This design comes from an exercise in tuning for small area and a short achievable clock period on the open sky130 flow, not from production work. Where RTL was checked, it was by simulation tests only, not by an equivalence proof against the original. Power is estimated from default activity; no workload was simulated.

==> flow/design.v (excerpt) <==
module ex2_1 (
  input               clk, rst, validi,
  input        [31:0] data_in,
  output logic        valido,
  output logic [31:0] data_out
);
  logic        h1, h2;
  always_ff @(posedge clk or posedge rst) begin
    if (rst) begin
      h1     <= 1'b0;
      h2     <= 1'b0;
      valido <= 1'b0;
    end else begin
      h1     <= validi;
      h2     <= h1;
      valido <= validi & h1 & h2;
    end
  end
  logic [31:0] xa;
  logic [31:0] xa3;
  logic [10:0] one, two, thr, fou, neg;
  wire  [34:0] be = {2'b00, xa, 1'b0};
  logic [31:0] sum_r, car_r;
  always_ff @(posedge clk) begin
    xa <= data_in;
    xa3 <= data_in + {data_in[30:0], 1'b0};
    for (int i = 0; i < 11; i++) begin
      case (be[3*i+3 -: 4])
        4'b0000, 4'b1111: begin one[i] <= 0; two[i] <= 0; thr[i] <= 0; fou[i] <= 0; neg[i] <= 0; end
        4'b0001, 4'b0010: begin one[i] <= 1; two[i] <= 0; thr[i] <= 0; fou[i] <= 0; neg[i] <= 0; end
        4'b0011, 4'b0100: begin one[i] <= 0; two[i] <= 1; thr[i] <= 0; fou[i] <= 0; neg[i] <= 0; end
        4'b0101, 4'b0110: begin one[i] <= 0; two[i] <= 0; thr[i] <= 1; fou[i] <= 0; neg[i] <= 0; end
        4'b0111:          begin one[i] <= 0; two[i] <= 0; thr[i] <= 0; fou[i] <= 1; neg[i] <= 0; end
        4'b1000:          begin one[i] <= 0; two[i] <= 0; thr[i] <= 0; fou[i] <= 1; neg[i] <= 1; end
        4'b1001, 4'b1010: begin one[i] <= 0; two[i] <= 0; thr[i] <= 1; fou[i] <= 0; neg[i] <= 1; end
        4'b1011, 4'b1100: begin one[i] <= 0; two[i] <= 1; thr[i] <= 0; fou[i] <= 0; neg[i] <= 1; end
        default:          begin one[i] <= 1; two[i] <= 0; thr[i] <= 0; fou[i] <= 0; neg[i] <= 1; end
      endcase
    end
  end
  wire pp1;
  assign pp1 = ((one[0] & xa[0]) | (thr[0] & xa3[0])) ^ neg[0];
  wire pp2;
  assign pp2 = ((one[0] & xa[1]) | (thr[0] & xa3[1]) | (two[0] & xa[0])) ^ neg[0];
  wire pp3;
  assign pp3 = ((one[0] & xa[2]) | (thr[0] & xa3[2]) | (two[0] & xa[1]) | (fou[0] & xa[0])) ^ neg[0];
  wire pp4;
  assign pp4 = ((one[0] & xa[3]) | (thr[0] & xa3[3]) | (two[0] & xa[2]) | (fou[0] & xa[1])) ^ neg[0];
  wire pp5;
  ...
clock: 10.0 ns
lec_check: 0
cap_margin: 20
core_margin: 2
core_utilization: 40
setup_slack_margin: 5
slew_margin: 20
run.sh (not shown) runs the stock make flow with config.mk's settings and CLKGATE_MAP_FILE= SYNTH_SCRIPT=/design/flow/synth_recipe.tcl, a recipe that flattens the netlist after the stock synthesis.
The starting point passed the timing, design-rule and antenna checks.
==> next run, changes <==
- SETUP_SLACK_MARGIN: 5 -> default
Sequential power hardly moves.
Setup slack degrades by 1.4 ns.
Non-clock buffer count falls by 39.
No run of this note included a check of the RTL's function; only the layout flow was run.

Setup of job 101:
ex2_1, a different RTL version from the one above (not shown whole).
Size in the first run: roughly 68 I/O pins, roughly 15000 um^2 of cells after synthesis.
Design ex2_1, start of the top module:
module ex2_1 (
  input               clk, rst, validi,
  input        [31:0] data_in,
  output logic        valido,
  output logic [31:0] data_out
);
==> flow/config.mk <==
export PLATFORM = sky130hd
export DESIGN_NAME = ex2_1
export DESIGN_NICKNAME = ex2_1
export VERILOG_FILES = /design/flow/design.v
export SDC_FILE = /design/flow/constraint.sdc
export NUM_CORES = 4
export LEC_CHECK = 0
export CAP_MARGIN = 20
export CELL_PAD_IN_SITES_DETAIL_PLACEMENT = 0
export CELL_PAD_IN_SITES_GLOBAL_PLACEMENT = 0
export CORE_MARGIN = 2
export CORE_UTILIZATION = 40
export SLEW_MARGIN = 20
export TNS_END_PERCENT = 5
==> flow/constraint.sdc <==
create_clock -name core_clock -period 10.0 [get_ports {clk}]
set_input_delay 2.0000 -clock core_clock [delete_from_list [all_inputs] [get_ports {clk}]]
set_output_delay 2.0000 -clock core_clock [all_outputs]
set_load 0.01 [all_outputs]
standard.sh (not shown) runs the stock make flow with config.mk's settings and CLKGATE_MAP_FILE= SYNTH_SCRIPT=/design/flow/synth_recipe.tcl, a recipe that flattens the netlist after the stock synthesis.
==> flow/flow/run.sh <==
#!/bin/bash
# The standard layout (standard.sh), with two changes:
#  - after the standard synthesis, fapol.py removes inverters between full-adder
#    cells by choosing the polarity each full adder computes in (a full adder is
#    self-dual); registers and everything else are left as synthesis made them;
#  - port buffers start as the smallest buffer (repair sizes them up as needed);
#  - repair_timing is asked for a larger setup margin.
set -e
NET=$PWD/orfs/results/sky130hd/ex2_1/base/1_2_yosys.v
bash standard.sh $NET > synth.log 2>&1
cp $NET 1_2_yosys.orig.v
python3 flow/fapol.py 1_2_yosys.orig.v $NET > fapol.log 2>&1
export SETUP_SLACK_MARGIN=5.5
export BUFFER_PORTS_ARGS="-buffer_cell sky130_fd_sc_hd__buf_1"
bash standard.sh > standard.log 2>&1
Other scripts of this flow, unchanged in this note and not shown: flow/flow/fapol.py
Job 101: all stages complete, timing, DRC and antenna checks passed
Changes in job 102 relative to job 101:
-- flow/flow/run.sh --
<<< job 101, line 12
python3 flow/fapol.py 1_2_yosys.orig.v $NET > fapol.log 2>&1
export SETUP_SLACK_MARGIN=5.5
export BUFFER_PORTS_ARGS="-buffer_cell sky130_fd_sc_hd__buf_1"
>>> job 102, line 12
python3 flow/fapol.py 1_2_yosys.orig.v $NET > fapol.log 2>&1
export SETUP_SLACK_MARGIN=5.8
export BUFFER_PORTS_ARGS="-buffer_cell sky130_fd_sc_hd__buf_1"
-- flow/config.mk --
<<< job 101, line 8
export CAP_MARGIN = 20
export CELL_PAD_IN_SITES_DETAIL_PLACEMENT = 0
export CELL_PAD_IN_SITES_GLOBAL_PLACEMENT = 0
export CORE_MARGIN = 2
>>> job 102, line 8
export CAP_MARGIN = 20
export CORE_MARGIN = 2
### Flow results
From job 102 to job 101, final hold slack did not move at all. | sequential power | job 101 vs job 102 | ≈ equal |. From job 101 to job 102, count of boundary I/O pins did not move at all. Cell count came out exactly the same in job 101 and job 102. Re final routed wirelength across all metal layers: no difference whatsoever between job 102 and job 101. Overall fraction of global-route tracks in use: job 101 vs job 102 identical. On CTS clock-pin slew for the worst setup and hold paths, job 101 and job 102 are basically level. The fraction of the cycle the final worst path needs of job 102 and that of job 101 are within noise of each other. Per the comparison of job 102 with job 101, met3 wirelength from detailed routing closely matched the old numbers; total congestion overflow closely matched the old numbers.
Changes in job 103 relative to job 102:
-- flow/flow/run.sh --
<<< job 102, line 12
python3 flow/fapol.py 1_2_yosys.orig.v $NET > fapol.log 2>&1
export SETUP_SLACK_MARGIN=5.8
export BUFFER_PORTS_ARGS="-buffer_cell sky130_fd_sc_hd__buf_1"
>>> job 103, line 12
python3 flow/fapol.py 1_2_yosys.orig.v $NET > fapol.log 2>&1
export SETUP_SLACK_MARGIN=5.2
export BUFFER_PORTS_ARGS="-buffer_cell sky130_fd_sc_hd__buf_1"
-- flow/config.mk --
<<< job 102, line 11
export SLEW_MARGIN = 20
export TNS_END_PERCENT = 5
>>> job 103, line 11
export SLEW_MARGIN = 20
export TNS_END_PERCENT = 20
## What came out
- Against job 102, wire length in job 103 rose slightly.
- Number of clock-tree buffers in the layout came out exactly the same in job 103 and job 102.
- Comparing number of buffers inserted to repair setup after CTS for job 103 and job 102, the smaller number came from job 103.
- Global routing usage summed across all routing layers (lower): job 102
- Total stage count of the critical path for job 103 is higher than for job 102.
- Going from job 102 to job 103, the final setup slack of the worst path was found to have gone down by 0.040 ns.
Edits applied to the flow inputs when going from job 103 to job 104:
-- flow/flow/run.sh --
<<< job 103, line 12
python3 flow/fapol.py 1_2_yosys.orig.v $NET > fapol.log 2>&1
export SETUP_SLACK_MARGIN=5.2
export BUFFER_PORTS_ARGS="-buffer_cell sky130_fd_sc_hd__buf_1"
bash standard.sh > standard.log 2>&1
>>> job 104, line 12
python3 flow/fapol.py 1_2_yosys.orig.v $NET > fapol.log 2>&1
export SETUP_SLACK_MARGIN=5.5
export BUFFER_PORTS_ARGS="-buffer_cell sky130_fd_sc_hd__buf_2"
bash standard.sh > standard.log 2>&1
-- flow/config.mk --
<<< job 103, line 11
export SLEW_MARGIN = 20
export TNS_END_PERCENT = 20
>>> job 104, line 11
export SLEW_MARGIN = 20
export TNS_END_PERCENT = 5
Findings:
Between job 104 and job 103, via count is higher for job 103, job 104 comes in under that.
Going from job 103 to job 104, proportion of cell area occupied by registers comparable, final-layout worst hold slack increased by 0.0079 ns relative to the old numbers.

## run 1
Starting RTL as in the previous note.
## ex2_1
module ex2_1 (
  input               clk, rst, validi,
  input        [31:0] data_in,
  output logic        valido,
  output logic [31:0] data_out
);
Settings: LEC_CHECK=0, CAP_MARGIN=20, CORE_MARGIN=2, CORE_UTILIZATION=40, SETUP_SLACK_MARGIN=4.5, SLEW_MARGIN=20, TNS_END_PERCENT=5; clock period 10.0 ns.
run.sh (not shown) runs the stock make flow with config.mk's settings and CLKGATE_MAP_FILE= SYNTH_SCRIPT=/design/flow/synth_recipe.tcl, a recipe that flattens the netlist after the stock synthesis.
Stock flow here: none of the scripts above is used.
Changes in run 2 relative to run 1:
Settings: SETUP_SLACK_MARGIN removed (was 4.5).
==> flow/flow/run.sh (new file) <==
#!/bin/bash
# The standard layout (standard.sh), with repair_timing asked for a larger setup margin.
export SETUP_SLACK_MARGIN=5.5
bash standard.sh > standard.log 2>&1
==> flow/standard.sh (new file) <==
#!/bin/bash
# synth_recipe.tcl (not shown) runs the flow's synth.tcl, then flattens the netlist and writes it again
# the make line also repeats each setting of config.mk as NAME=value (left out here)
make -C /OpenROAD-flow-scripts/flow DESIGN_CONFIG=/design/flow/config.mk WORK_HOME=/design/flow/orfs CLKGATE_MAP_FILE= SYNTH_SCRIPT=/design/flow/synth_recipe.tcl "${@:-finish}"
removed: flow/run.sh
--- outcome ---
Note that the non-clock buffer instance count of the final layout recorded for run 2 amounts to 1.14 times the value seen in run 1. Cmp run 1 and run 2 / arrival time reported for the critical path endpoint / lower: run 2. The total length of routed wires of run 2 is higher than that of run 1. Number of cells traversed by the worst register-to-register path: run 2 vs run 1 down 1. Run 2 ends up with a growth of design area from synthesis to finish that is 2.2 points higher than in run 1.
--- input diff run 2..run 3 ---
Settings: SETUP_SLACK_MARGIN: unset -> 5; TNS_END_PERCENT: 5 -> unset.
==> flow/run.sh (new file) <==
#!/bin/bash
# synth_recipe.tcl (not shown) runs the flow's synth.tcl, then flattens the netlist and writes it again
# the make line also repeats each setting of config.mk as NAME=value (left out here)
make -C /OpenROAD-flow-scripts/flow DESIGN_CONFIG=/design/flow/config.mk WORK_HOME=/design/flow/orfs CLKGATE_MAP_FILE= SYNTH_SCRIPT=/design/flow/synth_recipe.tcl finish
removed: flow/flow/run.sh
removed: flow/standard.sh
Findings:
- Having completed the whole flow, run 3 delivered a layout that passed the timing, design-rule and antenna checks.
- Run 2 finished all stages; the layout is clean.
- Between run 2 and run 3, length of routed met3 wiring is higher for run 2, run 3 comes in under that.
- Run 3 has less setup slack than run 2.
- ~same global-route usage in run 2 and run 3
- Compared with run 2, in run 3 number of buffers other than clock buffers in the final layout shows an increase of 1; met1 layer usage reported by global route rose 0.66 points; area used by multi-input combinational logic rose by about 0.5%.
- Placed standard-cell area in run 3 is about 0.4% lower than in run 2
- Lower post-detailed-placement half-perimeter wirelength among run 2 and run 3: run 2
- Run 2 → run 3: shortest clock period the worst path allows after layout went up; final routed wirelength across all metal layers went down.

ex2_1 again, from the RTL that the note above started with.
Settings: LEC_CHECK=0, CAP_MARGIN=20, CORE_MARGIN=2, CORE_UTILIZATION=40, SLEW_MARGIN=20, TNS_END_PERCENT=5; clock period 10.0 ns.
standard.sh (not shown) runs the stock make flow with config.mk's settings and CLKGATE_MAP_FILE= SYNTH_SCRIPT=/design/flow/synth_recipe.tcl, a recipe that flattens the netlist after the stock synthesis.
==> flow/flow/run.sh <==
#!/bin/bash
# The standard layout (standard.sh), with two changes:
#  - after the standard synthesis, fapol.py removes inverters between full-adder
#    cells by choosing the polarity each full adder computes in (a full adder is
#    self-dual); registers and everything else are left as synthesis made them;
#  - repair_timing is asked for a larger setup margin.
set -e
NET=$PWD/orfs/results/sky130hd/ex2_1/base/1_2_yosys.v
bash standard.sh $NET > synth.log 2>&1
cp $NET 1_2_yosys.orig.v
python3 flow/fapol.py 1_2_yosys.orig.v $NET > fapol.log 2>&1
export SETUP_SLACK_MARGIN=5.5
bash standard.sh > standard.log 2>&1
Other scripts of this flow, unchanged in this note and not shown: flow/flow/fapol.py
Next try:
--- a/flow/flow/run.sh
+++ b/flow/flow/run.sh
@@ -5,0 +6 @@
+#  - port buffers start as the smallest buffer (repair sizes them up as needed);
@@ -12,0 +14 @@
+export BUFFER_PORTS_ARGS="-buffer_cell sky130_fd_sc_hd__buf_1"
Settings changed: TNS_END_PERCENT 5 to 20.
=>
- The new run completed with no timing, DRC or antenna violations
- register-to-register slack gains 0.14 ns
- routed wire length went up by 0.30%
- fmax grows by 2.3%
- setup slack improves by 0.12 ns
- count of clock-buffer cells in the layout shrinks by 2
- design area shrinks by 2.1%
- synthesized area does not change
- combinational power goes down by 4.2%
- core utilization came out lower by 0.95 points
- sequential power decreases by about 0.8%
- cell count stays flat

[port drivers added, routing unchanged]
How much do the figures lean on ideal ports? The routed layouts below were timed once more, with nothing changed but the port constraints. Step 1: set_driving_cell puts a clkbuf_16 on clk and a buf_2 on each other input, an assumption about the parent block. Step 2, shift: input delay + t, output delay - t, t = (earliest + latest rising clock arrival at the registers) / 2. This alone moves slack from input paths to output paths. Three values: ideal ports, drivers, drivers and shift; two values: the first two.
run	shift t [ns]	setup WS [ns]	pins driven straight from the clock port
the first run of note 1	0.512	4.586 / 4.531 / 4.645	1
the second run of note 1	0.515	3.163 / 3.112 / 3.627	1
job 101	0.502	4.882 / 4.828 / 5.075	1
job 102	0.502	4.882 / 4.828 / 5.075	1
job 103	0.503	4.842 / 4.790 / 4.840	1
job 104	0.502	4.913 / 4.860 / 4.921	1
run 1	0.503	4.292 / 4.237 / 4.573	1
run 2	0.503	4.839 / 4.785 / 4.782	1
run 3	0.504	4.763 / 4.711 / 4.648	1
the first run of note 4	0.496	4.796 / 4.743 / 4.759	1
the second run of note 4	0.503	4.915 / 4.860 / 5.080	1
After both steps every run listed still meets setup and hold. For run 3, which loses most, drivers alone change the setup slack by -0.052 ns; drivers and shift together by -0.115 ns.
